From an optimization exercise on the open Yosys and OpenROAD flow, aimed at small area, a short achievable clock period and few clock cycles; shortcuts taken in it are not production practice. Where RTL was checked, it was by simulation tests only, not by an equivalence proof against the original. No functional check of the RTL was part of runs 1 to 4. Power is estimated from default activity; no workload was simulated.

===== flow/run.sh =====
#!/bin/bash
# Standard layout, with plain buffers on the ports.
set -e
echo 'export BUFFER_PORTS_ARGS = -buffer_cell sky130_fd_sc_hd__buf_2' >> config.mk
bash standard.sh > standard.log 2>&1

===== standard.sh =====
#!/bin/bash
# synth_recipe.tcl (not shown) runs the flow's synth.tcl, then flattens the netlist and writes it again
# the make line also repeats each setting of config.mk as NAME=value (left out here)
make -C /OpenROAD-flow-scripts/flow DESIGN_CONFIG=/design/flow/config.mk WORK_HOME=/design/flow/orfs CLKGATE_MAP_FILE= SYNTH_SCRIPT=/design/flow/synth_recipe.tcl "${@:-finish}"

===== config.mk =====
export PLATFORM = sky130hd
export DESIGN_NAME = mult_accelerator
export DESIGN_NICKNAME = mult_accelerator
export VERILOG_FILES = /design/flow/design.v
export SDC_FILE = /design/flow/constraint.sdc
export NUM_CORES = 4
export LEC_CHECK = 0
export CAP_MARGIN = 20
export CORE_MARGIN = 2
export CORE_UTILIZATION = 65
export CTS_BUF_LIST = sky130_fd_sc_hd__clkbuf_8
export PLACE_DENSITY = 0.75
export SETUP_SLACK_MARGIN = 3.8
export SLEW_MARGIN = 20
export BUFFER_PORTS_ARGS = -buffer_cell sky130_fd_sc_hd__buf_2

===== constraint.sdc =====
create_clock -name core_clock -period 6.0 [get_ports {clk}]
set_input_delay 1.2000 -clock core_clock [delete_from_list [all_inputs] [get_ports {clk}]]
set_output_delay 1.2000 -clock core_clock [all_outputs]
set_load 0.01 [all_outputs]

===== design.v =====
module mult_accelerator (
	input clk,
	output read_n,
	output write_n,
	output chipselect,
	input waitrequest,
	output [31:0] address,
	output [1:0] byteenable,
	input readdatavalid,
	input [15:0] readdata,
	output [15:0] writedata,
	input reset_n
);
assign byteenable = 2'b11;
assign chipselect = 1'b1;
localparam [15:0] PIX1 = 16'd1,     W1 = 16'd50,    R1 = 16'd39250,
                  PIX2 = 16'd39450, W2 = 16'd39463, R2 = 16'd49463;
localparam [5:0] PLAST1 = PIX1[5:0] + 6'd48, PLAST2 = PIX2[5:0] + 6'd12;
localparam [9:0] RLAST1 = R1[9:0] + 10'd199, RLAST2 = R2[9:0] + 10'd199;
localparam [2:0] S_POLL = 3'd0, S_RUN = 3'd1, S_END = 3'd2, S_WR = 3'd3,
                 S_FL0 = 3'd4, S_FLAG = 3'd5;
reg [2:0]  state;
reg        layer2;       
reg        cmd;          
reg        rd, wr;       
reg [15:0] aq;           
reg        cp;           
reg [3:0]  cg;           
reg [5:0]  pa;           
reg        pdone;        
reg        vcur, vnxt;   
reg [15:0] pcur, pnxt;
reg        lcur, lnxt;   
reg [3:0]  rm;           
reg [15:0] gptr;         
reg [9:0]  ra;           
reg        rl;           
reg        t1p, t2p, t1w, t2w;  
reg [3:0]  t1g, t2g;     
reg        clr;          
reg [4:0]  y01, y23;     
reg        yv;           
reg [1:0]  cy;           
reg [5:0]  acc_lo;
reg [7:0]  acc_hi;
assign read_n = !rd;
assign write_n = !wr;
assign address = {2'b11, 13'd0, aq, 1'b0};
assign writedata = {{2{acc_hi[7]}}, acc_hi, acc_lo};
wire adv = !(rd || wr) || !waitrequest;
wire [9:0] phi = layer2 ? PIX2[15:6] : PIX1[15:6];
wire [5:0] plo = layer2 ? PIX2[5:0] : PIX1[5:0];
wire acc_done = !t1w && !t2w && !yv;
function [3:0] need;
	input [15:0] w;
	need = {|w[3:0], |w[7:4], |w[11:8], |w[15:12]};
endfunction
wire cur_free = vcur && (rm == 4'd0);            
wire [2:0] occ = vcur + vnxt + t1p + t2p + (rd && cp) - cur_free;
wire can_p = !pdone && (occ < 3'd2);
wire can_w = vcur && (rm != 4'd0);
wire [1:0] k = rm[0] ? 2'd0 : rm[1] ? 2'd1 : rm[2] ? 2'd2 : 2'd3;
wire rm_one = (rm & (rm - 4'd1)) == 4'd0;
wire [3:0] kbit = 4'd1 << k;
wire [3:0] knib = pcur[15 - 4*k -: 4];
wire [2:0] klo = {1'b0, gptr[1:0]} + {1'b0, k};
wire [13:0] ghi1 = gptr[15:2] + 14'd1;
wire [15:0] waddr = {klo[2] ? ghi1 : gptr[15:2], klo[1:0]};
wire l2last = layer2 && lcur;
wire [2:0] glo = {1'b0, gptr[1:0]} + (l2last ? 3'd2 : 3'd4);
wire [15:0] gnext = {glo[2] ? ghi1 : gptr[15:2], glo[1:0]};
wire row_left = !pdone || t1p || t2p || (rd && cp) || vnxt || can_w;
wire run_choose = adv && (state == S_RUN || state == S_WR && !rl);
wire choose_p = run_choose && can_p || adv && state == S_END && !acc_done && can_p;
wire choose_w = run_choose && !can_p && can_w;
wire rel = cur_free || choose_w && rm_one;
always @(posedge clk) begin
	if (!reset_n) begin
		state <= S_POLL;
		rd <= 1'b0;
		wr <= 1'b0;
	end else if (state == S_POLL && cmd) begin
		state <= S_RUN;
		rd <= 1'b0;
	end else if (adv) begin
		case (state)
			S_POLL: begin
				rd <= 1'b1;
				aq <= 16'd0;
			end
			S_RUN: if (!row_left) begin
				state <= S_END;
				rd <= 1'b0;
			end
			S_END: if (acc_done) begin
				state <= S_WR;
				rd <= 1'b0;
				wr <= 1'b1;
				aq <= {layer2 ? R2[15:10] : R1[15:10], ra};
			end
			S_WR: begin
				wr <= 1'b0;
				state <= rl ? S_FL0 : S_RUN;
			end
			S_FL0: begin
				state <= S_FLAG;
				aq <= 16'd0;
				wr <= 1'b1;
			end
			default: begin
				state <= S_POLL;
				wr <= 1'b0;
			end
		endcase
		if (choose_p || choose_w || state == S_RUN || state == S_END && !acc_done)
			rd <= choose_p || choose_w;
		if (choose_p) begin
			aq <= {phi, pa};
			cp <= 1'b1;
			cg <= {3'd0, pa == (layer2 ? PLAST2 : PLAST1)};
		end
		if (choose_w) begin
			aq <= waddr;
			cp <= 1'b0;
			cg <= knib;
		end
	end
end
always @(posedge clk) begin
	if (!reset_n) begin
		cmd <= 1'b0;
		t1p <= 1'b0;
		t2p <= 1'b0;
		t1w <= 1'b0;
		t2w <= 1'b0;
	end else begin
		cmd <= (state == S_POLL) && !cmd && readdatavalid &&
		       (&readdata[15:2]) && (readdata[1] ^ readdata[0]);
		t2p <= t1p;
		t2w <= t1w;
		t1p <= !waitrequest && rd && cp && state != S_POLL;
		t1w <= !waitrequest && rd && !cp && state != S_POLL;
	end
	t2g <= t1g;
	t1g <= cg;
end
wire [15:0] pin = {readdata[15:8], (layer2 && t2g[0]) ? 8'd0 : readdata[7:0]};
always @(posedge clk) begin
	if (state == S_POLL) begin
		if (readdatavalid && !cmd)
			layer2 <= readdata[0];
		vcur <= 1'b0;
		vnxt <= 1'b0;
		pa <= plo;
		pdone <= 1'b0;
		ra <= layer2 ? R2[9:0] : R1[9:0];
		gptr <= layer2 ? W2 : W1;
	end else begin
		if (choose_p) begin
			pa <= pa + 6'd1;
			pdone <= (pa == (layer2 ? PLAST2 : PLAST1));
		end
		if (state == S_RUN && adv && !row_left) begin
			pa <= plo;
			pdone <= 1'b0;
		end
		if (choose_w)
			rm <= rm & ~kbit;
		if (rel)
			gptr <= gnext;
		if (rel || !vcur) begin
			if (vnxt) begin
				pcur <= pnxt;
				lcur <= lnxt;
				rm <= need(pnxt);
				vcur <= 1'b1;
				vnxt <= t2p;
				pnxt <= pin;
				lnxt <= t2g[0];
			end else begin
				pcur <= pin;
				lcur <= t2g[0];
				rm <= need(pin);
				vcur <= t2p;
			end
		end else if (t2p) begin
			pnxt <= pin;
			lnxt <= t2g[0];
			vnxt <= 1'b1;
		end
		if (state == S_END && adv && acc_done) begin
			ra <= ra + 10'd1;
			rl <= (ra == (layer2 ? RLAST2 : RLAST1));
		end
	end
end
wire arr_wt = t2w;
wire [3:0] g = t2g;
wire [3:0] o0 = g[0] ? {~readdata[3],  readdata[2:0]}   : 4'd8;
wire [3:0] o1 = g[1] ? {~readdata[7],  readdata[6:4]}   : 4'd8;
wire [3:0] o2 = g[2] ? {~readdata[11], readdata[10:8]}  : 4'd8;
wire [3:0] o3 = g[3] ? {~readdata[15], readdata[14:12]} : 4'd8;
wire [7:0] lo_sum = acc_lo + {yv, y01} + y23;
wire [1:0] hd = lo_sum[7:6] - yv;    
always @(posedge clk) begin
	clr <= (state == S_POLL && cmd) || (state == S_WR && adv);
	y01 <= arr_wt ? o0 + o1 : 5'd0;
	y23 <= arr_wt ? o2 + o3 : 5'd0;
	yv <= arr_wt;
	if (clr || state == S_FL0) begin
		acc_lo <= {6{state == S_FL0}};
		acc_hi <= {8{state == S_FL0}};
		cy <= 2'd0;
	end else begin
		acc_lo <= lo_sum[5:0];
		acc_hi <= acc_hi + {{6{cy[1]}}, cy};
		cy <= hd;
	end
end
endmodule

==> flow_metrics.tcl, run 1 <==
set metrics [dict create \
    ys_seq_area_share_pct 49.06 \
    htree_levels 4 \
    die_h_um 112.8 \
    yosysMostFrequentCell "edfxtp_1" \
    clk_latency_ns 0.45 \
    p_per_area_mw_per_mm2 212.5 \
    syn_area_per_cell_um2 10.73 \
    tns_ns 0 \
    cts_tree "yes" \
    outcome "complete, no violations" \
    wire_per_inst_um 19.62 \
    synth_top_cell_by_area "edfxtp_1" \
    m1WireLength_um 7968 \
    numPortBuffers 53 \
    die-area_mm2 0.01272 \
    rsz0062_at_grt "true" \
    synthDistinctLibCells 70 \
    grt_pass1_wl_um 29940 \
    clk_path_buf_depth 2 \
    critPathKind "flip-flop to flip-flop" \
    cap_violations 0 \
    yosys-top-cells-area "edfxtp_1 36%, dfxtp_1 13%, ha_1 5.0%, a21oi_1 3.2%, fa_1 3.1%" \
    ys_async_sr_fraction_pct 0 \
    clockRootBuffer "clkbuf_8" \
    syn_area_mm2 0.007692 \
    fmax_ghz 0.2556 \
    grt_overflow_total 0 \
    cp-end-kind "flip-flop" \
    io-pin-count 73 \
    numCtsBuffers 17 \
    fillers 667 \
    finalSetupViolations 0 \
    drt_iter0_markers 675 \
    power_mw 1.983 \
    drive_gt1_share_pct 31.04 \
    ctsHoldBuffers 0 \
    synth_seq_cells 142 \
    crit_buf_inv 3 \
    fin_crit_ns 3.913 \
    antenna_found_initial 0 \
    diodes 0 \
    cp.arrival_ns 4.10 \
    cp_max_fo 5 \
    drv_slew 0 \
    gp_congestion 0.8633 \
    yosysTopAreaCellShare_pct 36.30 \
    ys_top_cells_by_count "93 x edfxtp_1, 50 x nor2_1, 49 x a21oi_1, 49 x dfxtp_1, 44 x nand2_1" \
    clock_sinks 142 \
    hp-class "flip-flop to flip-flop" \
    coreArea_mm2 0.01147 \
    worstPathRequired_ns 6.19 \
    cellLeakagePower_nw 3.607 \
    totalWireLength_um 19050 \
    max_stage_delay_ns 0.46 \
    synth-edff-count 93 \
    grt_pass1_vias 5653 \
    crit_path_cell_trace "o41ai_4 -> fa_1 -> inv_1 -> ha_1 -> a31o_2 -> fa_2 -> buf_4 -> buf_6 -> nor4_4 -> nand3_1 -> a22o_4 -> a221oi_2 -> a21oi_2" \
    ys.flop_type "edfxtp_1" \
    relSlewSlack_pct 50.43 \
    wl_met3_um 1403 \
    yosys_warnings 1 \
    skew_ns 0.009517 \
    wl_met2_um 9051 \
    grt_max_degree 30 \
    antenna_left 0 \
    rows 39 \
    die_w_um 112.8 \
    grt_usage_pct 30.37 \
    num_vias 6006 \
    start_kind "flip-flop" \
    slowest_stage "fa_1" \
    placed_cell_area_mm2 0.008078 \
    area_growth_pct 21.31 \
    fin_crit_sh_pct 65.22 \
    cp_top_family "compound AO/OA/AOI/OAI gates" \
    dp_hpwl_um 12330 \
    final_cell_area_mm2 0.009331 \
    ir_drop_mv 0.2017 \
    drc 0 \
    syn_inst 717 \
    final_cells 971 \
    finalHoldViolations 0 \
    vias_per_cell 6.185 \
    nets 878 \
    start_util_pct 67.08 \
    tightest_slew_ns 0.7436 \
    place_inst 883 \
    clkTransAtPathRegs_ns 0.08 \
    drt_first_pass_iters 5 \
    top_layer_used "met4" \
]
[timing repair]
| action | in CTS | in global routing |
|---|---|---|
| hold endpoints to repair | 0 | 0 |
| gates resized for setup | 54 | 41 |
| cloned | 3 | 2 |
| endpoints found under the setup margin | 132 | 145 |
| buffers inserted | 36 | 15 |
| pin swaps | 23 | 20 |
[state kept, by name, indices dropped and copies added (netlist names), 6 cells and up]
signal and cells:
aq 16, pcur 16, ra 10, pnxt 16, acc_hi 8, gptr 16
pa 6, acc_lo 6
[per-stage QoR]
step,util (%),worst slack (ns),hold slack [ns]
finish,81.37,2.087,0.3443
global route,81.37,2.007,0.3538
CTS,78.82,2.200,0.3438
detailed placement,70.44,1.166,0.3175
global placement,70.44,1.358,0.3163
floorplan,-,2.544,0.3096
[layout make-up]
class	instances	area, um2	share of cell area, %
inverters	36	145.1	1.555
clock inverters	14	166.4	1.783
repair buffers	110	873.3	9.359
flip-flops and latches	142	3799	40.71
well taps	143	178.9	1.917
clock buffers	18	247.7	2.655
multi-input cells	508	3921	42.02
[metal layers]
metal,vias to the layer above,global-route usage [%]
li1,2739,-
met2,293,49.18
met4,0,9.350
met1,2911,42.45
met5,-,0
met3,63,5.196
[path summary, 6_finish.rpt]
kind / startpoint / endpoint / slack (ns) / cells past startpoint
max: rm[0] / aq[3] / 2.09 / 13
min: t1g[3] / t2g[3] / 0.34 / 0
max reg2reg: rm[0] / aq[3] / 2.09 / 13
min reg2reg: t1g[3] / t2g[3] / 0.34 / 0
[logic make-up (layout without fill, tap and decap cells)]
group                    Yosys count  count (layout)  share of synthesized area, %
buffers and inverters             87             178                         5.449
flip-flops                       142             142                         49.06
multiplexers                      29              29                         4.180
XOR/XNOR                          47              47                         5.351
AO/OA/AOI/OAI                    146             146                         12.43
other                              2              20                       0.09763
AND/OR/NAND/NOR                  220             222                         15.14
adder cells (fa/ha/maj)           44              44                         8.295
[worst reg2reg max path, cell delays in order (launching register included)]
cell	delay, ns
edfxtp_1	0.43
o41ai_4	0.43
fa_1	0.47
inv_1	0.06
ha_1	0.22
a31o_2	0.24
fa_2	0.42
buf_4	0.16
buf_6	0.11
nor4_4	0.18
nand3_1	0.14
a22o_4	0.33
a221oi_2	0.38
a21oi_2	0.09
[cells in the final DEF, fill, tap and decap left out, types with 5 or more instances in the layout]
cell / Yosys / routed
edfxtp_1: 93 / 93
buf_2: 7 / 51
nor2_1: 50 / 43
nand2_1: 44 / 40
a21oi_1: 49 / 36
dfxtp_1: 49 / 35
buf_4: 22 / 35
inv_1: 34 / 29
o21ai_0: 34 / 29
ha_1: 31 / 27
xnor2_1: 25 / 25
and2_1: 28 / 22
xor2_1: 22 / 22
mux2_2: 21 / 21
conb_1: 2 / 20
nand3_1: 18 / 18
clkbuf_8: 0 / 18
nor3_1: 18 / 17
buf_6: 0 / 16
dfxtp_2: 0 / 11
a21oi_2: 0 / 10
o21a_1: 9 / 9
nand2b_1: 8 / 8
nor2b_1: 9 / 8
nand4_1: 7 / 7
a221oi_2: 2 / 7
mux2i_1: 7 / 7
fa_1: 12 / 7
and2_4: 0 / 6
a21o_1: 5 / 5
nor2_4: 0 / 5
a31oi_1: 5 / 5
fa_2: 0 / 5
clkinvlp_4: 0 / 5
[power by group]
part	total [mW]	switching, mW	internal (mW)
Clock	0.800	0.379	0.421
Sequential	1.07	0.0170	1.05
Combinational	0.117	0.0654	0.0519
==> inputs of run 2 (changes only) <==
--- a/design.v
+++ b/design.v
@@ -56,18 +56,22 @@
 	need = {|w[3:0], |w[7:4], |w[11:8], |w[15:12]};
 endfunction
+wire can_w = vcur && (rm != 4'd0);
 wire cur_free = vcur && (rm == 4'd0);            
-wire [2:0] occ = vcur + vnxt + t1p + t2p + (rd && cp) - cur_free;
-wire can_p = !pdone && (occ < 3'd2);
-wire can_w = vcur && (rm != 4'd0);
-wire [1:0] k = rm[0] ? 2'd0 : rm[1] ? 2'd1 : rm[2] ? 2'd2 : 2'd3;
-wire rm_one = (rm & (rm - 4'd1)) == 4'd0;
-wire [3:0] kbit = 4'd1 << k;
-wire [3:0] knib = pcur[15 - 4*k -: 4];
-wire [2:0] klo = {1'b0, gptr[1:0]} + {1'b0, k};
+wire cur_p = rd && cp;
+wire can_p = !pdone && !(can_w && (vnxt || t1p || t2p || cur_p) ||
+                         vnxt && (t1p || t2p || cur_p) ||
+                         t1p && (t2p || cur_p) ||
+                         t2p && cur_p);
+wire [3:0] kbit = {rm[3] && rm[2:0] == 3'd0, rm[2] && rm[1:0] == 2'd0, rm[1] && !rm[0], rm[0]};
+wire rm_one = !(rm[0] && (rm[1] || rm[2] || rm[3]) || rm[1] && (rm[2] || rm[3]) || rm[2] && rm[3]);
+wire [3:0] knib = ({4{kbit[0]}} & pcur[15:12]) | ({4{kbit[1]}} & pcur[11:8]) |
+                  ({4{kbit[2]}} & pcur[7:4])   | ({4{kbit[3]}} & pcur[3:0]);
+wire [1:0] gl = gptr[1:0];
+wire [1:0] klo = {gl[1] ^ kbit[2] ^ kbit[3] ^ (gl[0] && (kbit[1] || kbit[3])), gl[0] ^ kbit[1] ^ kbit[3]};
+wire kcy = gl == 2'd1 ? kbit[3] : gl == 2'd2 ? (kbit[2] || kbit[3]) : gl == 2'd3 ? !kbit[0] : 1'b0;
 wire [13:0] ghi1 = gptr[15:2] + 14'd1;
-wire [15:0] waddr = {klo[2] ? ghi1 : gptr[15:2], klo[1:0]};
+wire [15:0] waddr = {kcy ? ghi1 : gptr[15:2], klo};
 wire l2last = layer2 && lcur;
-wire [2:0] glo = {1'b0, gptr[1:0]} + (l2last ? 3'd2 : 3'd4);
-wire [15:0] gnext = {glo[2] ? ghi1 : gptr[15:2], glo[1:0]};
+wire [15:0] gnext = l2last ? {gl[1] ? ghi1 : gptr[15:2], !gl[1], gl[0]} : {ghi1, gl};
 wire row_left = !pdone || t1p || t2p || (rd && cp) || vnxt || can_w;
 wire run_choose = adv && (state == S_RUN || state == S_WR && !rl);
==> flow_metrics.tcl, run 2 <==
set metrics [dict create \
    hp-class "flip-flop to flip-flop" \
    ctsHoldBuffers 0 \
    ys_seq_area_share_pct 49.65 \
    rsz0062_at_grt "true" \
    use_met2_pct 48.15 \
    synth_seq_cells 142 \
    totalWireLength_um 20900 \
    wire_per_inst_um 21.15 \
    antenna_left 0 \
    gr-max-usage-layer "met2" \
    cts_tree "yes" \
    ys_async_sr_fraction_pct 0 \
    dp_hpwl_um 11820 \
    nets 886 \
    synth-edff-count 93 \
    area_growth_pct 27.82 \
    p_per_area_mw_per_mm2 222.4 \
    syn_inst 705 \
    die_h_um 112.1 \
    fin_crit_sh_pct 41.36 \
    drv_slew 0 \
    diodes 0 \
    finalHoldViolations 0 \
    synthDistinctLibCells 72 \
    syn_area_mm2 0.007600 \
    coreArea_mm2 0.01142 \
    syn_area_per_cell_um2 10.78 \
    cp-end-kind "flip-flop" \
    grt_pass1_vias 5680 \
    fmax_ghz 0.4030 \
    die_w_um 112.1 \
    critPathKind "flip-flop to flip-flop" \
    htree_levels 4 \
    final_cell_mix "93 x edfxtp_1, 55 x buf_4, 51 x buf_2" \
    grtUsageMet3_pct 5.778 \
    start_kind "flip-flop" \
    ir_drop_mv 0.1846 \
    skew_ns 0.01372 \
    fin_crit_ns 2.481 \
    grt_usage_pct 30.03 \
    cp_max_fo 8 \
    grt_overflow_total 0 \
    fin_util_pct 85.08 \
    start_util_pct 66.56 \
    finalSetupViolations 0 \
    yosysMostFrequentCell "edfxtp_1" \
    clk_path_buf_depth 2 \
    ys_top_cells_by_count "93 x edfxtp_1, 54 x nor2_1, 49 x dfxtp_1, 41 x nand2_1, 33 x a21oi_1" \
    drt_first_pass_iters 5 \
    clockRootBuffer "clkbuf_8" \
    worstPathRequired_ns 6.19 \
    fillers 592 \
    ys.flop_type "edfxtp_1" \
    clk_latency_ns 0.47 \
    grt_pass1_wl_um 29650 \
    vias_per_cell 6.314 \
    numCtsBuffers 17 \
    numPortBuffers 53 \
    layout_commonest_cell "edfxtp_1" \
    multiInputGateArea_mm2 0.003916 \
    gp_congestion 0.8791 \
    yosys-top-cells-area "edfxtp_1 37%, dfxtp_1 13%, ha_1 4.1%, xnor2_1 3.5%, nor2_1 2.7%" \
    relSlewSlack_pct 19.71 \
    rrSetupSlack_ns 3.52 \
    cp.arrival_ns 2.67 \
    drt_iter0_markers 808 \
    synth_top_cell_by_area "edfxtp_1" \
    grt_max_degree 33 \
    cellLeakagePower_nw 3.776 \
    yosysTopAreaCellShare_pct 36.75 \
    use_met1_pct 41.85 \
    tns_ns 0 \
    drive_gt1_share_pct 35.15 \
    rows 39 \
    num_vias 6238 \
    io-pin-count 73 \
    cap_violations 0 \
    yosys_warnings 1 \
    clock_sinks 142 \
    die-area_mm2 0.01257 \
    tightest_slew_ns 1.194 \
    drc 0 \
    outcome "complete, no violations" \
    clkTransAtPathRegs_ns 0.08 \
    seq_area_mm2 0.003807 \
    antenna_found_initial 0 \
]
-- run 2: cell count changes in the layout (fill, tap and decap cells not counted), moves of 6 or more --
cell | previous run | this run
buf_4 | 35 | 55
a21oi_1 | 36 | 27
buf_6 | 16 | 24
and3_1 | 3 | 10
a221oi_2 | 7 | 1
ha_1 | 27 | 21
nor3b_1 | 3 | 9
o21ai_0 | 29 | 23
-- run 2: repair_timing --
action / CTS / global route
cloned: 4 / 3
pin swaps: 13 / 36
buffers inserted: 46 / 34
resized for setup: 40 / 69
endpoints found under the setup margin: 152 / 137
-- run 2: layout make-up --
type	count	share of cell area (%)
Clock buffer	18	2.550
Timing Repair inverter	1	0.05152
Inverter	31	1.262
Clock inverter	14	2.447
Multi-Input combinational cell	497	40.31
Tap cell	143	1.842
Timing Repair Buffer	142	12.34
Sequential cell	142	39.19
-- run 2: where the power goes --
group / total (mW) / internal [mW] / leakage (nW) / switching [mW]
Sequential: 1.07 / 1.05 / 1.32 / 0.0160
Combinational: 0.158 / 0.0736 / 2.22 / 0.0846
Clock: 0.934 / 0.548 / 0.240 / 0.385
-- run 2: path summary, 6_finish.rpt --
| kind | startpoint | to | depth (start not counted) |
|---|---|---|---|
| max | rm[3] | aq[13] | 9 |
| min | t1g[1] | t2g[1] | 0 |
| max reg2reg | rm[3] | aq[13] | 9 |
| min reg2reg | t1g[1] | t2g[1] | 0 |
-- run 2: stage by stage --
stage	total power [mW]	instances	cell area [um2]	hold slack, ns	setup slack, ns
floorplan	1.172	722	7864	0.3096	3.187
global placement	1.200	869	7994	0.3161	2.672
detailed placement	1.204	869	7994	0.3132	2.558
CTS	2.141	951	9111	0.3362	3.556
global route	2.210	988	9714	0.3519	3.458
finish	2.161	988	9714	0.3387	3.519
-- run 2: per-layer routing --
metal / vias up / wire, um
met2: 338 / 10290
met5: - / 0
met1: 3049 / 8540
li1: 2795 / -
met4: 0 / 514
met3: 56 / 1556
-- run 2: critical path, stage by stage (launching register included) --
cell and delay, ns:
edfxtp_1 0.49, buf_6 0.17, o41ai_4 0.30, buf_4 0.20, o211ai_4 0.12, nor3_4 0.25
nor2_4 0.09, a211oi_4 0.30, buf_4 0.17, buf_12 0.12
-- run 2: kinds of logic after synthesis --
kind of cell / share of synthesized area [%]
AOI/OAI and AO/OA: 12.40
xor gates and xnor gates: 5.532
adders and majority gates: 6.618
buffers and inverters: 5.943
DFF: 49.65
muxes: 3.177
other: 0.09882
and+or+nand+nor: 16.58
==> inputs of run 3 (changes only) <==
--- a/design.v
+++ b/design.v
@@ -75,8 +75,11 @@
 wire [15:0] gnext = l2last ? {gl[1] ? ghi1 : gptr[15:2], !gl[1], gl[0]} : {ghi1, gl};
 wire row_left = !pdone || t1p || t2p || (rd && cp) || vnxt || can_w;
-wire run_choose = adv && (state == S_RUN || state == S_WR && !rl);
-wire choose_p = run_choose && can_p || adv && state == S_END && !acc_done && can_p;
-wire choose_w = run_choose && !can_p && can_w;
-wire rel = cur_free || choose_w && rm_one;
+wire run_sel = (state == S_RUN) || (state == S_WR && !rl);
+wire cp_sel = (run_sel || state == S_END && !acc_done) && can_p;
+wire cw_sel = run_sel && !can_p && can_w;
+wire wr_sel = (state == S_END && acc_done) || state == S_FL0;
+wire choose_p = adv && cp_sel;
+wire choose_w = adv && cw_sel;
+wire rel = cur_free;
 always @(posedge clk) begin
 	if (!reset_n) begin
@@ -88,47 +91,24 @@
 		rd <= 1'b0;
 	end else if (adv) begin
+		rd <= cp_sel || cw_sel || state == S_POLL;
+		wr <= wr_sel;
 		case (state)
-			S_POLL: begin
-				rd <= 1'b1;
-				aq <= 16'd0;
-			end
-			S_RUN: if (!row_left) begin
-				state <= S_END;
-				rd <= 1'b0;
-			end
-			S_END: if (acc_done) begin
-				state <= S_WR;
-				rd <= 1'b0;
-				wr <= 1'b1;
-				aq <= {layer2 ? R2[15:10] : R1[15:10], ra};
-			end
-			S_WR: begin
-				wr <= 1'b0;
-				state <= rl ? S_FL0 : S_RUN;
-			end
-			S_FL0: begin
-				state <= S_FLAG;
-				aq <= 16'd0;
-				wr <= 1'b1;
-			end
-			default: begin
-				state <= S_POLL;
-				wr <= 1'b0;
-			end
+			S_RUN: if (!row_left) state <= S_END;
+			S_END: if (acc_done) state <= S_WR;
+			S_WR: state <= rl ? S_FL0 : S_RUN;
+			S_FL0: state <= S_FLAG;
+			S_FLAG: state <= S_POLL;
+			default: state <= S_POLL;
 		endcase
-		if (choose_p || choose_w || state == S_RUN || state == S_END && !acc_done)
-			rd <= choose_p || choose_w;
-		if (choose_p) begin
-			aq <= {phi, pa};
-			cp <= 1'b1;
-			cg <= {3'd0, pa == (layer2 ? PLAST2 : PLAST1)};
-		end
-		if (choose_w) begin
-			aq <= waddr;
-			cp <= 1'b0;
-			cg <= knib;
-		end
-	end
-end
+	end
+end
+always @(posedge clk)
+	if (adv) begin
+		aq <= cp_sel ? {phi, pa} :
+		      cw_sel ? waddr :
+		      (state == S_END) ? {layer2 ? R2[15:10] : R1[15:10], ra} : 16'd0;
+		cp <= cp_sel;
+		cg <= cp_sel ? {3'd0, pa == (layer2 ? PLAST2 : PLAST1)} : knib;
+	end
 always @(posedge clk) begin
 	if (!reset_n) begin
--- a/config.mk
+++ b/config.mk
@@ -11,5 +11,5 @@
 export CTS_BUF_LIST = sky130_fd_sc_hd__clkbuf_8
 export PLACE_DENSITY = 0.75
-export SETUP_SLACK_MARGIN = 3.8
+export SETUP_SLACK_MARGIN = 3.6
 export SLEW_MARGIN = 20
 export BUFFER_PORTS_ARGS = -buffer_cell sky130_fd_sc_hd__buf_2
==> flow_metrics.tcl, run 3 <==
set metrics [dict create \
    drc 0 \
    dp_hpwl_um 11160 \
    drt_first_pass_iters 5 \
    slowest_stage "fa_1" \
    grt_pass1_vias 5405 \
    cp-end-kind "flip-flop" \
    finalSetupViolations 0 \
    clk_latency_ns 0.45 \
    numCtsBuffers 17 \
    totalWireLength_um 16390 \
    yosysTopAreaCellShare_pct 37.39 \
    critPathKind "flip-flop to flip-flop" \
    finalHoldViolations 0 \
    grt_pass1_wl_um 26520 \
    synth_compound_area_share_pct 12.58 \
    clk_path_buf_depth 2 \
    diodes 0 \
    synth-simple-area-share_pct 16.79 \
    drv_slew 0 \
    vias_per_cell 6.094 \
    start_kind "flip-flop" \
    yosys_warnings 1 \
    final_cell_mix "93 x edfxtp_1, 53 x buf_2, 49 x nand2_1" \
    die_w_um 111.2 \
    synth-xor-area-share_pct 4.456 \
    coreArea_mm2 0.01132 \
    die-area_mm2 0.01236 \
    synthDistinctLibCells 66 \
    synth_top_cell_by_area "edfxtp_1" \
    tightest_slew_ns 0.8830 \
    nets 807 \
    syn_area_mm2 0.007468 \
    cp_max_fo 2 \
    yosysMostFrequentCell "edfxtp_1" \
    cap_violations 0 \
    wire_per_inst_um 18.03 \
    worstPathRequired_ns 6.34 \
    synth_mux_area_share_pct 3.585 \
    cellLeakagePower_nw 3.194 \
    ctsHoldBuffers 0 \
    ys_async_sr_fraction_pct 0 \
    num_vias 5539 \
    die_h_um 111.2 \
    clockRootBuffer "clkbuf_8" \
    rows 39 \
    ys_top_cells_by_count "93 x edfxtp_1, 49 x dfxtp_1, 49 x nand2_1, 44 x nor2_1" \
    io-pin-count 73 \
    antenna_left 0 \
    ir_drop_mv 0.2135 \
    antenna_found_initial 0 \
    p_per_area_mw_per_mm2 284.3 \
    drt_iter0_markers 459 \
    drive_gt1_share_pct 19.45 \
    clkTransAtPathRegs_ns 0.07 \
    yosys.area_share.adder_pct 6.601 \
    gp_congestion 0.8806 \
    placed_cell_area_mm2 0.007711 \
    holdWs_ns 0.3419 \
    worst_r2r_startpoint "acc_lo[1]" \
    grt_usage_pct 27.18 \
    cp.arrival_ns 2.92 \
    max_stage_delay_ns 0.58 \
    clock_sinks 142 \
    htree_levels 4 \
    fmax_ghz 0.3876 \
    grt_max_degree 33 \
    final_cell_area_mm2 0.008304 \
    worstSetupStartpoint "acc_lo[1]" \
    fin_crit_sh_pct 42.99 \
    hold_start "t1g[0]" \
    yosys-top-cells-area "edfxtp_1 37%, dfxtp_1 13%, ha_1 4.2%, mux2_2 2.7%, xnor2_1 2.6%" \
    hp-class "flip-flop to flip-flop" \
    ys_seq_area_share_pct 50.53 \
    outcome "complete, no violations" \
    tns_ns 0 \
    ys.flop_type "edfxtp_1" \
    numPortBuffers 53 \
    start_util_pct 65.97 \
    fin_crit_ns 2.580 \
    layout_commonest_cell "edfxtp_1" \
    syn_area_per_cell_um2 10.72 \
    crit_path_cell_trace "fa_1 -> ha_2 -> inv_1 -> fa_2 -> nor2b_1 -> o21ai_0 -> a21oi_1 -> o21ai_1 -> mux2_4" \
    synth_seq_cells 142 \
    skew_ns 0.01250 \
    rsz0062_at_grt "true" \
    area_growth_pct 11.19 \
    synth-edff-count 93 \
    relSlewSlack_pct 40.74 \
    synth_top_family_by_area "simple AND/OR/NAND/NOR gates" \
    cts_tree "yes" \
    syn_inst 697 \
    grt_overflow_total 0 \
]
## run 3: logic make-up (layout without fill, tap and decap cells)
| kind of cell | after synthesis | count (layout) |
|---|---|---|
| compound gates | 142 | 142 |
| xor+xnor | 38 | 38 |
| fa+ha+maj | 34 | 34 |
| buf+inv | 81 | 133 |
| flops | 142 | 142 |
| mux | 24 | 24 |
| other cells | 2 | 19 |
| simple gates | 234 | 234 |
## run 3: where the power goes
| part | switching (mW) | internal, mW | total [mW] | leakage (nW) |
|---|---|---|---|---|
| registers | 0.0880 | 1.15 | 1.24 | 1.33 |
| logic | 0.237 | 0.181 | 0.418 | 1.65 |
| clock network | 0.341 | 0.361 | 0.703 | 0.212 |
## run 3: layout make-up
type	count	area, um2
flip-flops and latches	142	3780
multi-input cells	491	3425
fillers	822	3017
repair buffers	71	429.2
clock buffers	21	289.0
well taps	143	178.9
inverters	28	115.1
clock inverters	11	75.07
repair inverters	2	12.51
## run 3: worst paths after layout
check	end	slack [ns]	cells after the start
max	cy[1]	3.42	9
min	t2g[0]	0.34	0
max reg2reg	cy[1]	3.42	9
min reg2reg	t2g[0]	0.34	0
## run 3: critical path: cells and delay by family, from the launching register on
family	cells	cell delay [ns]
compound gates	3	0.52
fa+ha+maj	3	1.13
buf+inv	1	0.06
flops	1	0.33
mux	1	0.30
simple gates	1	0.14
## run 3: metrics by stage
stage	cells	setup WS, ns	power, mW	util [%]
global route	909	3.360	2.471	73.35
global placement	858	2.804	1.638	68.09
floorplan	714	3.611	1.536	-
finish	909	3.420	2.361	73.35
CTS	905	3.483	2.366	72.80
detailed placement	858	2.851	1.658	68.11
## run 3: metal layers
metal  track usage (%)  up-vias  wire (um)
met2             42.80      197       7819
met3             5.905       38       1094
met4             11.93        0        402
li1                  -     2619          -
met5                 0        -          0
met1             36.55     2685       7067
## run 3: repair_timing
action                                  CTS  global route
resized for setup                        11            12
gates cloned                              1             1
setup buffers                            14             3
pin swaps                                 8             9
endpoints found under the setup margin   95            90
==> inputs of run 4 (changes only) <==
--- a/config.mk
+++ b/config.mk
@@ -11,5 +11,5 @@
 export CTS_BUF_LIST = sky130_fd_sc_hd__clkbuf_8
 export PLACE_DENSITY = 0.75
-export SETUP_SLACK_MARGIN = 3.6
+export SETUP_SLACK_MARGIN = 3.8
 export SLEW_MARGIN = 20
 export BUFFER_PORTS_ARGS = -buffer_cell sky130_fd_sc_hd__buf_2
==> flow_metrics.tcl, run 4 <==
set metrics [dict create \
    outcome "complete, no violations" \
    vias_per_cell 6.097 \
    final_cells 927 \
    nets 825 \
    grt_usage_pct 28.40 \
    ys_top_cells_by_count "93 x edfxtp_1, 49 x dfxtp_1, 49 x nand2_1, 44 x nor2_1" \
    tightest_slew_ns 0.7295 \
    p_per_area_mw_per_mm2 280.6 \
    gp_congestion 0.9404 \
    final_cell_area_mm2 0.008620 \
    coreArea_mm2 0.01132 \
    clkTransAtPathRegs_ns 0.08 \
    ctsHoldBuffers 0 \
    start_kind "flip-flop" \
    relSlewSlack_pct 51.37 \
    io-pin-count 73 \
    ys_seq_area_share_pct 50.53 \
    wire_per_inst_um 18.61 \
    ir_drop_mv 0.1959 \
    ff2ff_path_depth 10 \
    grt_pass1_vias 5481 \
    yosysMostFrequentCell "edfxtp_1" \
    rrSetupSlack_ns 3.49 \
    rsz0062_at_grt "true" \
    antenna_left 0 \
    start_util_pct 65.97 \
    finalHoldViolations 0 \
    tns_ns 0 \
    drt_first_pass_iters 5 \
    place_inst 860 \
    die_w_um 111.2 \
    grt_overflow_total 0 \
    clk_path_buf_depth 2 \
    dp_hpwl_um 11270 \
    drv_slew 0 \
    placed_cell_area_mm2 0.007799 \
    synth-edff-count 93 \
    finalSetupViolations 0 \
    cellLeakagePower_nw 3.250 \
    drc 0 \
    antenna_found_initial 0 \
    final_cell_mix "93 x edfxtp_1, 53 x buf_2, 47 x nand2_1" \
    cap_violations 0 \
    layout_commonest_cell "edfxtp_1" \
    cts_tree "yes" \
    fin_ws_ns 3.493 \
    numPortBuffers 53 \
    area_growth_pct 15.41 \
    synth_top_cell_by_area "edfxtp_1" \
    totalWireLength_um 17250 \
    die-area_mm2 0.01236 \
    worstPathRequired_ns 6.35 \
    diodes 0 \
    hp-class "flip-flop to flip-flop" \
    yosysTopAreaCellShare_pct 37.39 \
    fin_crit_ns 2.507 \
    r2r_end "cy[1]" \
    die_h_um 111.2 \
    hold_start "t1g[0]" \
    syn_inst 697 \
    syn_area_per_cell_um2 10.72 \
    yosys-top-cells-area "edfxtp_1 37%, dfxtp_1 13%, ha_1 4.2%, mux2_2 2.7%, xnor2_1 2.6%" \
    cp.arrival_ns 2.86 \
    synthDistinctLibCells 66 \
    worstHoldPathCells 0 \
    htree_levels 4 \
    worst_r2r_startpoint "y23[2]" \
    clock_sinks 142 \
    rows 39 \
    dp_slack_ns 2.896 \
    fmax_ghz 0.3989 \
    yosys_warnings 1 \
    whs_endpoint "t2g[0]" \
    num_vias 5652 \
    syn_area_mm2 0.007468 \
    synth_seq_cells 142 \
    ys.flop_type "edfxtp_1" \
    skew_ns 0.01019 \
    drive_gt1_share_pct 26.40 \
    grt_pass1_wl_um 27680 \
    holdWs_ns 0.3357 \
    drt_iter0_markers 537 \
    fin_crit_sh_pct 41.78 \
    critPathKind "flip-flop to flip-flop" \
    grt_max_degree 33 \
    clk_latency_ns 0.46 \
    ys_async_sr_fraction_pct 0 \
    cp_max_fo 2 \
    cp-end-kind "flip-flop" \
    numCtsBuffers 17 \
    clockRootBuffer "clkbuf_8" \
]
[run 4: metrics by stage]
step	util [%]	power (mW)
2_1_floorplan	-	1.545
3_3_place_gp	68.89	1.647
3_5_place_dp	68.89	1.665
4_1_cts	74.55	2.394
5_1_grt	76.14	2.522
6_report	76.14	2.419
[run 4: worst max path at each step]
stage | start | slack (ns) | to
after floorplan | waitrequest | 3.59 | rm[0]
after global placement | waitrequest | 2.96 | rm[0]
after detailed placement | waitrequest | 2.90 | rm[1]
after CTS | y23[2] | 3.53 | cy[1]
after global routing | y23[2] | 3.40 | cy[1]
final | y23[2] | 3.49 | cy[1]
[run 4: kinds of logic after synthesis]
logic type	after synthesis	synth area share (%)
XOR/XNOR	38	4.456
flip-flops	142	50.53
multiplexers	24	3.585
adder cells (fa/ha/maj)	34	6.601
buffers and inverters	81	5.361
AO/OA/AOI/OAI	142	12.58
AND/OR/NAND/NOR	234	16.79
other	2	0.1006
[run 4: area by class of cell]
| class | instances | area (um2) |
|---|---|---|
| clock buffers | 17 | 234.0 |
| clock inverters | 15 | 131.4 |
| inverters | 28 | 120.1 |
| flip-flops and latches | 142 | 3800 |
| repair buffers | 89 | 563.0 |
| multi-input cells | 491 | 3580 |
| well taps | 143 | 178.9 |
| repair inverters | 2 | 12.51 |
| fillers | 738 | 2701 |
[run 4: layer usage]
| metal | global-route usage, % | part of all wire [%] | vias to the layer above |
|---|---|---|---|
| met5 | 0 | 0 | - |
| met1 | 38.69 | 43 | 2752 |
| met2 | 46.30 | 49 | 212 |
| li1 | - | - | 2662 |
| met3 | 5.085 | 6.3 | 26 |
| met4 | 9.794 | 1.8 | 0 |
[run 4: report_power, final]
part	leakage (nW)	total (mW)	internal, mW	switching [mW]
Combinational	1.73	0.454	0.203	0.251
Sequential	1.33	1.24	1.15	0.0888
Clock	0.190	0.723	0.359	0.365
Total	3.25	2.42	1.71	0.705
[run 4: timing repair]
item | CTS | global route
resized for setup | 29 | 32
pin swaps | 6 | 10
gates cloned | 2 | 0
buffers inserted | 23 | 10
setup endpoints to repair | 117 | 106
[run 4: worst max-delay path, cell delays in order, from the launching register on]
cell and delay [ns]:
dfxtp_2 0.32, fa_1 0.56, ha_1 0.23, a21o_1 0.17, a21oi_2 0.16, o21ai_1 0.09
a21oi_1 0.18, xor2_1 0.18, ha_2 0.19, nor3_1 0.05, mux2_2 0.28
==> inputs of run 5 (changes only) <==
--- a/design.v
+++ b/design.v
@@ -31,5 +31,4 @@
 reg        vcur, vnxt;   
 reg [15:0] pcur, pnxt;
-reg        lcur, lnxt;   
 reg [3:0]  rm;           
 reg [15:0] gptr;         
@@ -41,5 +40,4 @@
 reg [4:0]  y01, y23;     
 reg        yv;           
-reg [1:0]  cy;           
 reg [5:0]  acc_lo;
 reg [7:0]  acc_hi;
@@ -72,5 +70,5 @@
 wire [13:0] ghi1 = gptr[15:2] + 14'd1;
 wire [15:0] waddr = {kcy ? ghi1 : gptr[15:2], klo};
-wire l2last = layer2 && lcur;
+wire l2last = layer2 && pdone && !t1p && !t2p && !cur_p && !vnxt;
 wire [15:0] gnext = l2last ? {gl[1] ? ghi1 : gptr[15:2], !gl[1], gl[0]} : {ghi1, gl};
 wire row_left = !pdone || t1p || t2p || (rd && cp) || vnxt || can_w;
@@ -109,5 +107,5 @@
 		      (state == S_END) ? {layer2 ? R2[15:10] : R1[15:10], ra} : 16'd0;
 		cp <= cp_sel;
-		cg <= cp_sel ? {3'd0, pa == (layer2 ? PLAST2 : PLAST1)} : knib;
+		cg <= knib;
 	end
 always @(posedge clk) begin
@@ -129,5 +127,6 @@
 	t1g <= cg;
 end
-wire [15:0] pin = {readdata[15:8], (layer2 && t2g[0]) ? 8'd0 : readdata[7:0]};
+wire pin_last = layer2 && pdone && !t1p && !cur_p;
+wire [15:0] pin = {readdata[15:8], pin_last ? 8'd0 : readdata[7:0]};
 always @(posedge clk) begin
 	if (state == S_POLL) begin
@@ -156,13 +155,10 @@
 			if (vnxt) begin
 				pcur <= pnxt;
-				lcur <= lnxt;
 				rm <= need(pnxt);
 				vcur <= 1'b1;
 				vnxt <= t2p;
 				pnxt <= pin;
-				lnxt <= t2g[0];
 			end else begin
 				pcur <= pin;
-				lcur <= t2g[0];
 				rm <= need(pin);
 				vcur <= t2p;
@@ -170,5 +166,4 @@
 		end else if (t2p) begin
 			pnxt <= pin;
-			lnxt <= t2g[0];
 			vnxt <= 1'b1;
 		end
@@ -186,5 +181,6 @@
 wire [3:0] o3 = g[3] ? {~readdata[15], readdata[14:12]} : 4'd8;
 wire [7:0] lo_sum = acc_lo + {yv, y01} + y23;
-wire [1:0] hd = lo_sum[7:6] - yv;    
+reg [1:0] cr;     
+reg       yd;     
 always @(posedge clk) begin
 	clr <= (state == S_POLL && cmd) || (state == S_WR && adv);
@@ -195,9 +191,11 @@
 		acc_lo <= {6{state == S_FL0}};
 		acc_hi <= {8{state == S_FL0}};
-		cy <= 2'd0;
+		cr <= 2'd0;
+		yd <= 1'b0;
 	end else begin
 		acc_lo <= lo_sum[5:0];
-		acc_hi <= acc_hi + {{6{cy[1]}}, cy};
-		cy <= hd;
+		acc_hi <= acc_hi + cr - yd;
+		cr <= lo_sum[7:6];
+		yd <= yv;
 	end
 end
==> flow_metrics.tcl, run 5 <==
set metrics [dict create \
    drive_gt1_share_pct 25.57 \
    cp_max_fo 5 \
    rows 39 \
    cts_tree "yes" \
    p_per_area_mw_per_mm2 321.3 \
    nets 828 \
    power_mw 2.773 \
    antenna_left 0 \
    final_cell_mix "91 x edfxtp_1, 52 x buf_2, 45 x nand2_1" \
    ys.flop_type "edfxtp_1" \
    diodes 0 \
    cellLeakagePower_nw 3.302 \
    drt_first_pass_iters 5 \
    totalWireLength_um 17280 \
    die_w_um 111.3 \
    wire_per_inst_um 18.60 \
    ys_async_sr_fraction_pct 0 \
    fin_util_pct 76.24 \
    yosysMostFrequentCell "edfxtp_1" \
    outcome "complete, no violations" \
    relSlewSlack_pct 56.67 \
    cap_violations 0 \
    cp-end-kind "flip-flop" \
    cp.arrival_ns 2.42 \
    area_growth_pct 15.33 \
    die-area_mm2 0.01239 \
    yosys-top-cells-area "edfxtp_1 37%, dfxtp_1 13%, ha_1 4.3%, xnor2_1 2.9%, mux2_2 2.9%" \
    syn_area_per_cell_um2 10.71 \
    ctsHoldBuffers 0 \
    antenna_found_initial 0 \
    clockRootBuffer "clkbuf_8" \
    drc 0 \
    synth_seq_cells 141 \
    critPathKind "flip-flop to flip-flop" \
    fmax_ghz 0.4533 \
    clock_sinks 141 \
    start_util_pct 66.10 \
    fin_crit_sh_pct 36.77 \
    worstPathRequired_ns 6.21 \
    synth-edff-count 91 \
    grt_max_degree 34 \
    worstHoldPathCells 0 \
    tns_ns 0 \
    synth_top_cell_by_area "edfxtp_1" \
    synthDistinctLibCells 64 \
    clk_path_buf_depth 2 \
    gp_congestion 0.8797 \
    rsz0062_at_grt "true" \
    grt_pass1_vias 5602 \
    drt_iter0_markers 455 \
    ir_drop_mv 0.2987 \
    grt_pass1_wl_um 27830 \
    coreArea_mm2 0.01132 \
    yosys_warnings 1 \
    tightest_slew_ns 0.6490 \
    die_h_um 111.3 \
    grt_overflow_total 0 \
    finalHoldViolations 0 \
    io-pin-count 73 \
    grt_usage_pct 28.73 \
    syn_area_mm2 0.007483 \
    start_kind "flip-flop" \
    vias_per_cell 6.171 \
    skew_ns 0.009356 \
    yosysTopAreaCellShare_pct 36.52 \
    ff2ff_path_depth 6 \
    clkTransAtPathRegs_ns 0.08 \
    ys_seq_area_share_pct 49.89 \
    htree_levels 4 \
    holdWs_ns 0.3313 \
    layout_commonest_cell "edfxtp_1" \
    drv_slew 0 \
    num_vias 5733 \
    finalSetupViolations 0 \
    hp-class "flip-flop to flip-flop" \
    dp_hpwl_um 11440 \
    numPortBuffers 53 \
    numCtsBuffers 17 \
    fin_crit_ns 2.206 \
    clk_latency_ns 0.45 \
    syn_inst 699 \
    ys_top_cells_by_count "91 x edfxtp_1, 50 x dfxtp_1, 47 x nand2_1, 45 x nor2_1, 38 x o21ai_0" \
]
## run 5: cell count changes after synthesis, sizes merged, moves of 3 or more
cell,before,now
a221oi,10,3
inv,28,34
xnor2,22,25
o31a,4,7
a221o,0,4
o41a,4,0
a21o,5,9
nor3,18,14
clkbuf,24,20
a22oi,4,8
buf,29,32
## run 5: worst paths after layout
path         startpoint  slack [ns]     end
min              t1g[1]        0.33  t2g[1]
max             gptr[3]        3.79  aq[14]
max reg2reg     gptr[3]        3.79  aq[14]
min reg2reg      t1g[1]        0.33  t2g[1]
## run 5: cell type report
type	instances	area, um2
Inverter	34	137.6
Tap cell	143	178.9
Multi-Input combinational cell	490	3585
Fill cell	768	2690
Sequential cell	141	3752
Clock buffer	19	261.5
Timing Repair Buffer	87	555.5
Clock inverter	13	147.6
Timing Repair inverter	2	12.51
## run 5: cell families after synthesis
group           after synthesis  synth area share [%]
simple gates                231                 16.77
flops                       141                 49.89
compound gates              140                 12.54
buf+inv                      86                 5.735
xor+xnor                     40                 4.682
fa+ha+maj                    35                 6.755
mux                          24                 3.528
other cells                   2                0.1004
## run 5: where the power goes
| group | total [mW] | internal, mW | switching (mW) |
|---|---|---|---|
| combinational | 0.739 | 0.334 | 0.405 |
| clock | 0.785 | 0.427 | 0.358 |
| sequential | 1.25 | 1.16 | 0.0920 |
| total | 2.77 | 1.92 | 0.854 |
## run 5: metal layers
| layer | vias up | part of all wire [%] | track usage (%) |
|---|---|---|---|
| li1 | 2653 | - | - |
| met1 | 2780 | 40 | 37.04 |
| met2 | 268 | 49 | 47.80 |
| met3 | 32 | 8.8 | 8.147 |
| met4 | 0 | 1.6 | 8.477 |
| met5 | - | 0 | 0 |
## run 5: stage by stage
stage / area [um2] / cells / setup slack, ns
after floorplan: 7632 / 716 / 3.404
after global placement: 7780 / 862 / 2.904
after detailed placement: 7780 / 862 / 2.783
after CTS: 8479 / 922 / 3.786
after global routing: 8631 / 929 / 3.705
final: 8631 / 929 / 3.794
## run 5: worst max-delay path, stage by stage (launching register included)
cell and delay [ns]:
edfxtp_1 0.42, ha_1 0.26, nand3_1 0.20, or4_1 0.54, o31a_1 0.24, o21ai_1 0.20
a21oi_1 0.10
## run 5: what timing repair did
action / CTS / global route
setup endpoints to repair: 132 / 73
pin swaps: 5 / 3
cloned: 3 / 0
setup buffers: 25 / 7
resized for setup: 24 / 30
Testbench counts of run 5, summed over its fixed seeds: cycles 420,833.
==> inputs of run 6 (changes only) <==
--- a/config.mk
+++ b/config.mk
@@ -10,4 +10,6 @@
 export CORE_UTILIZATION = 65
 export CTS_BUF_LIST = sky130_fd_sc_hd__clkbuf_8
+export CTS_CLUSTER_DIAMETER = 60
+export CTS_CLUSTER_SIZE = 24
 export PLACE_DENSITY = 0.75
 export SETUP_SLACK_MARGIN = 3.8
==> flow_metrics.tcl, run 6 <==
set metrics [dict create \
    p_per_area_mw_per_mm2 321.3 \
    ys_seq_area_share_pct 49.89 \
    start_kind "flip-flop" \
    cts_tree "yes" \
    rrSetupSlack_ns 3.79 \
    seq_power_share_pct 45.0 \
    num_vias 5733 \
    clock_sinks 141 \
    clk_path_buf_depth 2 \
    worstSetupStartpoint "gptr[3]" \
    rows 39 \
    max_stage_delay_ns 0.54 \
    combPwrFrac_pct 26.6 \
    yosys-top-cells-area "edfxtp_1 37%, dfxtp_1 13%, ha_1 4.3%, xnor2_1 2.9%, mux2_2 2.9%" \
    yosysMostFrequentCell "edfxtp_1" \
    synth_seq_cells 141 \
    finalHoldViolations 0 \
    p_sw_share_pct 30.81 \
    yosys_warnings 1 \
    fin_crit_sh_pct 36.77 \
    synth-xor-area-share_pct 4.681 \
    crit_path_cell_trace "ha_1 -> nand3_1 -> or4_1 -> o31a_1 -> o21ai_1 -> a21oi_1" \
    grt_pass1_vias 5602 \
    coreArea_mm2 0.01132 \
    clk_latency_ns 0.45 \
    worst_r2r_startpoint "gptr[3]" \
    numCtsBuffers 17 \
    nets 828 \
    rsz0062_at_grt "true" \
    place_inst 862 \
    r2r_end "aq[14]" \
    finalSetupViolations 0 \
    grt_usage_pct 28.73 \
    die_w_um 111.3 \
    cellLeakagePower_nw 3.302 \
    slowest_stage "or4_1" \
    layout_commonest_cell "edfxtp_1" \
    drt_iter0_markers 455 \
    pwr-share-clk_pct 28.3 \
    antenna_found_initial 0 \
    ys_top_cells_by_count "91 x edfxtp_1, 50 x dfxtp_1, 47 x nand2_1, 45 x nor2_1, 38 x o21ai_0" \
    dp_hpwl_um 11440 \
    drt_first_pass_iters 5 \
    synthDistinctLibCells 64 \
    cp-end-kind "flip-flop" \
    clockRootBuffer "clkbuf_8" \
    tns_ns 0 \
    die_h_um 111.3 \
    syn_inst 699 \
    start_util_pct 66.10 \
    io-pin-count 73 \
    fmax_ghz 0.4533 \
    drv_slew 0 \
    drc 0 \
    ys.flop_type "edfxtp_1" \
    synth_top_cell_by_area "edfxtp_1" \
    syn_area_mm2 0.007483 \
    htree_levels 4 \
    synth_compound_area_share_pct 12.54 \
    final_cells 929 \
    tightest_slew_ns 0.6490 \
    final_cell_mix "91 x edfxtp_1, 52 x buf_2, 45 x nand2_1" \
    cap_violations 0 \
    area_growth_pct 15.33 \
    yosys.area_share.adder_pct 6.755 \
    internal_power_mw 1.919 \
    worstPathRequired_ns 6.21 \
    hp-class "flip-flop to flip-flop" \
    grt_overflow_total 0 \
    ff2ff_path_depth 6 \
    fin_crit_ns 2.206 \
    cp_max_fo 5 \
    whs_endpoint "t2g[1]" \
    die-area_mm2 0.01239 \
    wire_per_inst_um 18.60 \
    cp.arrival_ns 2.42 \
    antenna_left 0 \
    gp_congestion 0.8797 \
    yosysTopAreaCellShare_pct 36.52 \
    ctsHoldBuffers 0 \
    drive_gt1_share_pct 25.57 \
    worstHoldPathCells 0 \
    totalWireLength_um 17280 \
    critPathKind "flip-flop to flip-flop" \
    synth-edff-count 91 \
    synth-simple-area-share_pct 16.77 \
    syn_area_per_cell_um2 10.71 \
    synth_mux_area_share_pct 3.528 \
    synth_top_family_by_area "simple AND/OR/NAND/NOR gates" \
    ir_drop_mv 0.2987 \
    grt_max_degree 34 \
    grt_pass1_wl_um 27830 \
    outcome "complete, no violations" \
    clkTransAtPathRegs_ns 0.08 \
    relSlewSlack_pct 56.67 \
    hold_start "t1g[1]" \
    diodes 0 \
    skew_ns 0.009356 \
    ys_async_sr_fraction_pct 0 \
    vias_per_cell 6.171 \
    switchingPower_mw 0.8544 \
    numPortBuffers 53 \
]
-- run 6: cell counts after synthesis --
No cell type changed its count.
-- run 6: layout make-up --
cell class | instances | area [um2]
repair buffers | 87 | 555.5
repair inverters | 2 | 12.51
well taps | 143 | 178.9
clock buffers | 19 | 261.5
flip-flops and latches | 141 | 3752
multi-input cells | 490 | 3585
inverters | 34 | 137.6
clock inverters | 13 | 147.6
fillers | 768 | 2690
-- run 6: critical path, delay by kind of cell, from the launching register on --
| kind | cells | cell delay [ns] |
|---|---|---|
| compound gates | 3 | 0.54 |
| flops | 1 | 0.42 |
| fa+ha+maj | 1 | 0.26 |
| simple gates | 2 | 0.74 |
-- run 6: metal layers --
layer	global-route usage, %	share of wire, %	up-vias
met1	37.04	40	2780
met2	47.80	49	268
li1	-	-	2653
met5	0	0	-
met3	8.147	8.8	32
met4	8.477	1.6	0
-- run 6: power by group through the flow --
stage               Sequential (mW)  Combinational [mW]  Clock [mW]
floorplan                      1.26               0.491           0
global placement               1.26               0.629           0
detailed placement             1.26               0.659           0
CTS                            1.24               0.695       0.793
global route                   1.27               0.829       0.827
finish                         1.25               0.739       0.785
-- run 6: logic make-up (layout without fill, tap and decap cells) --
logic type | after synthesis | count (layout)
simple gates | 231 | 232
compound gates | 140 | 140
fa+ha+maj | 35 | 35
xor+xnor | 40 | 40
flops | 141 | 141
buf+inv | 86 | 155
mux | 24 | 24
other cells | 2 | 19
-- run 6: what timing repair did --
action	CTS	global route
gates resized for setup	24	30
pin swaps	5	3
gates cloned	3	0
buffers inserted	25	7
setup endpoints to repair	132	73
-- run 6: worst max-delay path by stage --
stage	endpoint	slack (ns)	depth (start not counted)
after CTS	address[12]	3.79	1
after detailed placement	pa[5]	2.78	6
final	aq[14]	3.79	6
after floorplan	pa[1]	3.40	6
after global routing	aq[12]	3.71	7
after global placement	pa[4]	2.90	6
-- run 6: per-stage QoR --
step	power [mW]	hold WS [ns]	util, %	instance area [um2]	setup WS (ns)
2_1_floorplan	1.754	0.3096	-	7632	3.404
3_3_place_gp	1.888	0.3143	68.72	7780	2.904
3_5_place_dp	1.923	0.3147	68.72	7780	2.783
4_1_cts	2.730	0.3324	74.90	8479	3.786
5_1_grt	2.922	0.3416	76.24	8631	3.705
6_report	2.773	0.3313	76.24	8631	3.794
==> inputs of run 7 (changes only) <==
--- a/config.mk
+++ b/config.mk
@@ -10,8 +10,6 @@
 export CORE_UTILIZATION = 65
 export CTS_BUF_LIST = sky130_fd_sc_hd__clkbuf_8
-export CTS_CLUSTER_DIAMETER = 60
-export CTS_CLUSTER_SIZE = 24
 export PLACE_DENSITY = 0.75
-export SETUP_SLACK_MARGIN = 3.8
+export SETUP_SLACK_MARGIN = 3.6
 export SLEW_MARGIN = 20
 export BUFFER_PORTS_ARGS = -buffer_cell sky130_fd_sc_hd__buf_2
==> flow_metrics.tcl, run 7 <==
set metrics [dict create \
    gp_congestion 0.9055 \
    grt_overflow_total 0 \
    power_mw 2.686 \
    cellLeakagePower_nw 3.213 \
    cp.arrival_ns 2.47 \
    synth-edff-count 91 \
    yosys_warnings 1 \
    nets 813 \
    htree_levels 4 \
    ff2ff_path_depth 5 \
    worstHoldPathCells 0 \
    fillers 794 \
    final_cells 914 \
    synth_seq_cells 141 \
    drv_slew 0 \
    ys.flop_type "edfxtp_1" \
    drt_iter0_markers 490 \
    ir_drop_mv 0.2834 \
    syn_area_mm2 0.007483 \
    synthDistinctLibCells 64 \
    finalHoldViolations 0 \
    pwr-share-clk_pct 28.5 \
    fmax_ghz 0.4280 \
    dp_hpwl_um 11330 \
    fin_crit_sh_pct 38.94 \
    yosys-top-cells-area "edfxtp_1 37%, dfxtp_1 13%, ha_1 4.3%, xnor2_1 2.9%, mux2_2 2.9%" \
    antenna_left 0 \
    outcome "complete, no violations" \
    crit_path_cell_trace "o41ai_4 -> a21oi_2 -> nor4_4 -> buf_4 -> a21o_1" \
    cts_tree "yes" \
    grt_max_degree 34 \
    vias_per_cell 6.021 \
    cp-end-kind "flip-flop" \
    yosysMostFrequentCell "edfxtp_1" \
    start_kind "flip-flop" \
    coreArea_mm2 0.01132 \
    ys_async_sr_fraction_pct 0 \
    numCtsBuffers 17 \
    ctsHoldBuffers 0 \
    seq_power_share_pct 46.3 \
    die_w_um 111.3 \
    combPwrFrac_pct 25.2 \
    fin_crit_ns 2.336 \
    grt_pass1_vias 5325 \
    numPortBuffers 53 \
    layout_commonest_cell "edfxtp_1" \
    internal_power_mw 1.863 \
    die-area_mm2 0.01239 \
    finalSetupViolations 0 \
    switchingPower_mw 0.8231 \
    num_vias 5503 \
    area_growth_pct 11.07 \
    diodes 0 \
    syn_area_per_cell_um2 10.71 \
    dp_slack_ns 2.710 \
    drc 0 \
    clkTransAtPathRegs_ns 0.08 \
    syn_inst 699 \
    rows 39 \
    critPathKind "flip-flop to flip-flop" \
    fin_ws_ns 3.664 \
    die_h_um 111.3 \
    final_cell_mix "91 x edfxtp_1, 53 x buf_2, 48 x dfxtp_1" \
    tns_ns 0 \
    p_sw_share_pct 30.64 \
    antenna_found_initial 0 \
    clockRootBuffer "clkbuf_8" \
    wire_per_inst_um 18.19 \
    slowest_stage "edfxtp_1" \
    hp-class "flip-flop to flip-flop" \
    tightest_slew_ns 0.9099 \
    grt_pass1_wl_um 27100 \
    clk_latency_ns 0.45 \
    worstPathRequired_ns 6.14 \
    rsz0062_at_grt "true" \
    ys_top_cells_by_count "91 x edfxtp_1, 50 x dfxtp_1, 47 x nand2_1, 45 x nor2_1, 38 x o21ai_0" \
    synth_top_cell_by_area "edfxtp_1" \
    drt_first_pass_iters 5 \
    clock_sinks 141 \
    grt_usage_pct 27.88 \
    rrSetupSlack_ns 3.66 \
    skew_ns 0.01249 \
    cap_violations 0 \
    place_inst 862 \
    drive_gt1_share_pct 18.68 \
    io-pin-count 73 \
    cp_max_fo 8 \
    totalWireLength_um 16620 \
    clk_path_buf_depth 2 \
    start_util_pct 66.10 \
    ys_seq_area_share_pct 49.89 \
    max_stage_delay_ns 0.52 \
    yosysTopAreaCellShare_pct 36.52 \
    relSlewSlack_pct 38.93 \
    p_per_area_mw_per_mm2 323.2 \
]
[run 7: final timing paths]
kind | from | endpoint
worst max-delay path | rm[2] | pa[2]
worst max register to register | rm[2] | pa[2]
worst min-delay path | cg[1] | t1g[1]
worst min register to register | cg[1] | t1g[1]
[run 7: per-layer routing]
layer | track usage, % | share of wire [%] | up-vias
met5 | 0 | 0 | -
met4 | 10.78 | 2.1 | 0
met3 | 4.975 | 5.9 | 33
met2 | 44.92 | 48 | 203
met1 | 38.05 | 44 | 2660
li1 | - | - | 2607
[run 7: final cells by class]
cell class                 instances  area [um2]  area share [%]
timing repair buffer              72       407.9           4.907
tap                              143       178.9           2.153
inverter                          34       135.1           1.626
sequential                       141        3739           44.98
clock inverter                    11       111.4           1.340
multi-input combinational        490        3438           41.37
timing repair inverter             2       12.51          0.1505
clock buffer                      21       289.0           3.477
[run 7: cell families after synthesis]
kind of cell	share of synthesized area, %
adder cells (fa/ha/maj)	6.755
other	0.1004
flip-flops	49.89
XOR/XNOR	4.682
multiplexers	3.528
buffers and inverters	5.735
AND/OR/NAND/NOR	16.77
AO/OA/AOI/OAI	12.54
[run 7: worst max-delay path, delay by kind of cell, from the launching register on]
kind	cells	cell delay, ns
DFF	1	0.52
AOI/OAI and AO/OA	3	0.98
buffers and inverters	1	0.20
and+or+nand+nor	1	0.31
[run 7: what timing repair did]
action | in CTS | in global routing
setup endpoints to repair | 81 | 93
pin swaps | 2 | 3
hold endpoints to repair | 0 | 0
gates resized for setup | 8 | 6
cloned | 3 | 0
setup buffers | 14 | 3
[run 7: power by group through the flow]
stage	combinational (mW)	sequential [mW]	clock (mW)
after floorplan	0.487	1.26	0
after global placement	0.624	1.26	0
after detailed placement	0.650	1.27	0
after CTS	0.673	1.24	0.779
after global routing	0.765	1.26	0.813
final	0.676	1.24	0.766
[run 7: per-stage QoR]
step	cell area (um2)	util (%)	hold WS [ns]
after detailed placement	7719	68.18	0.3243
after floorplan	7571	-	0.3096
after global placement	7719	68.18	0.3156
final	8312	73.42	0.3412
after CTS	8278	73.12	0.3416
after global routing	8312	73.42	0.3474
==> inputs of run 8 (changes only) <==
--- a/config.mk
+++ b/config.mk
@@ -11,5 +11,5 @@
 export CTS_BUF_LIST = sky130_fd_sc_hd__clkbuf_8
 export PLACE_DENSITY = 0.75
-export SETUP_SLACK_MARGIN = 3.6
+export SETUP_SLACK_MARGIN = 3.75
 export SLEW_MARGIN = 20
 export BUFFER_PORTS_ARGS = -buffer_cell sky130_fd_sc_hd__buf_2
==> flow_metrics.tcl, run 8 <==
set metrics [dict create \
    syn_area_per_cell_um2 10.71 \
    die_h_um 111.3 \
    numPortBuffers 53 \
    seq_power_share_pct 46.6 \
    fillers 776 \
    diodes 0 \
    pwr-share-clk_pct 27.0 \
    start_util_pct 66.10 \
    ys_async_sr_fraction_pct 0 \
    combPwrFrac_pct 26.4 \
    clock_sinks 141 \
    use_met2_pct 44.19 \
    synth-edff-count 91 \
    switchingPower_mw 0.8356 \
    drive_gt1_share_pct 22.29 \
    vias_per_cell 6.088 \
    die_w_um 111.3 \
    cp-end-kind "output pin" \
    io-pin-count 73 \
    grt_max_degree 34 \
    synth-simple-area-share_pct 16.77 \
    tns_ns 0 \
    holdWs_ns 0.3386 \
    synth_compound_area_share_pct 12.54 \
    clk_path_buf_depth 2 \
    p_sw_share_pct 31.38 \
    clk_latency_ns 0.45 \
    p_per_area_mw_per_mm2 313.1 \
    yosysTopAreaCellShare_pct 36.52 \
    ys_top_cells_by_count "91 x edfxtp_1, 50 x dfxtp_1, 47 x nand2_1, 45 x nor2_1, 38 x o21ai_0" \
    yosysMostFrequentCell "edfxtp_1" \
    grtUsageMet3_pct 5.194 \
    fin_crit_ns 2.213 \
    tightest_slew_ns 0.9191 \
    finalHoldViolations 0 \
    drv_slew 0 \
    synth-xor-area-share_pct 4.681 \
    use_met1_pct 37.38 \
    placed_cell_area_mm2 0.007757 \
    yosys-top-cells-area "edfxtp_1 37%, dfxtp_1 13%, ha_1 4.3%, xnor2_1 2.9%, mux2_2 2.9%" \
    fmax_ghz 0.4518 \
    gp_congestion 0.8880 \
    grt_pass1_vias 5326 \
    area_growth_pct 13.64 \
    grt_pass1_wl_um 26880 \
    drc 0 \
    dp_slack_ns 2.708 \
    ys_seq_area_share_pct 49.89 \
    synth_top_cell_by_area "edfxtp_1" \
    fin_crit_sh_pct 36.89 \
    numCtsBuffers 17 \
    nets 827 \
    internal_power_mw 1.827 \
    antenna_found_initial 0 \
    htree_levels 4 \
    synth_seq_cells 141 \
    synth_top_family_by_area "simple AND/OR/NAND/NOR gates" \
    worstPathRequired_ns 4.80 \
    cp_max_fo 5 \
    cap_violations 0 \
    cp.arrival_ns 1.01 \
    layout_commonest_cell "edfxtp_1" \
    relSlewSlack_pct 38.32 \
    syn_inst 699 \
    hp-class "flip-flop to flip-flop" \
    drt_first_pass_iters 5 \
    drt_iter0_markers 548 \
    grt_usage_pct 27.33 \
    gr-max-usage-layer "met2" \
    antenna_left 0 \
    outcome "complete, no violations" \
]
-- run 8: cell counts after synthesis --
Identical to the previous run, type by type.
-- run 8: final timing paths --
| path | endpoint | slack (ns) | depth (start not counted) | start |
|---|---|---|---|---|
| setup / recovery | read_n | 3.79 | 2 | rd |
| hold / removal | t2g[1] | 0.34 | 0 | t1g[1] |
| setup reg to reg | aq[0] | 3.82 | 5 | rm[3] |
| hold reg to reg | t2g[1] | 0.34 | 0 | t1g[1] |
-- run 8: layout make-up --
class | count | area, um2 | area share, %
tap | 143 | 178.9 | 2.104
clock inverter | 15 | 132.6 | 1.560
timing repair inverter | 2 | 12.51 | 0.1471
sequential | 141 | 3737 | 43.95
multi-input combinational | 490 | 3538 | 41.61
inverter | 34 | 135.1 | 1.589
timing repair buffer | 86 | 535.5 | 6.297
clock buffer | 17 | 234.0 | 2.751
-- run 8: stage by stage --
step	utilization [%]	instances
finish	75.12	928
detailed placement	68.52	862
global placement	68.52	862
global route	75.12	928
floorplan	-	716
CTS	73.75	915
-- run 8: cell families (layout without fill, tap and decap cells) --
logic type / after synthesis / in the layout
DFF: 141 / 141
muxes: 24 / 24
buffers and inverters: 86 / 154
adders and majority gates: 35 / 35
xor gates and xnor gates: 40 / 40
other: 2 / 19
and+or+nand+nor: 231 / 232
AOI/OAI and AO/OA: 140 / 140
-- run 8: critical path, stage by stage, from the launching register on --
cell and delay, ns:
dfxtp_4 0.39, inv_2 0.06, buf_6 0.12
-- run 8: layer usage --
layer	routed length, um	vias to the layer above
met4	314	0
li1	-	2647
met5	0	-
met3	1120	31
met1	7145	2710
met2	8066	262
-- run 8: what timing repair did --
item / CTS / global route
pin swaps: 4 / 5
gates cloned: 3 / 0
gates resized for setup: 17 / 15
hold endpoints to repair: 0 / 0
endpoints found under the setup margin: 97 / 95
hold buffers: 0 / 0
setup buffers: 18 / 13
-- run 8: power groups by stage --
stage	sequential, mW	clock [mW]	combinational, mW
after floorplan	1.26	0	0.490
after global placement	1.26	0	0.625
after detailed placement	1.26	0	0.657
after CTS	1.24	0.725	0.684
after global routing	1.26	0.769	0.792
final	1.24	0.718	0.703

Re-timed with assumed drivers on the ports (clkbuf_16 on the clock, buf_2 on other inputs), run 8 has 3.751 ns of setup slack against 3.787 ns with ideal ports, and 3.331 ns once port delays also move by the mid clock arrival of 0.480 ns.
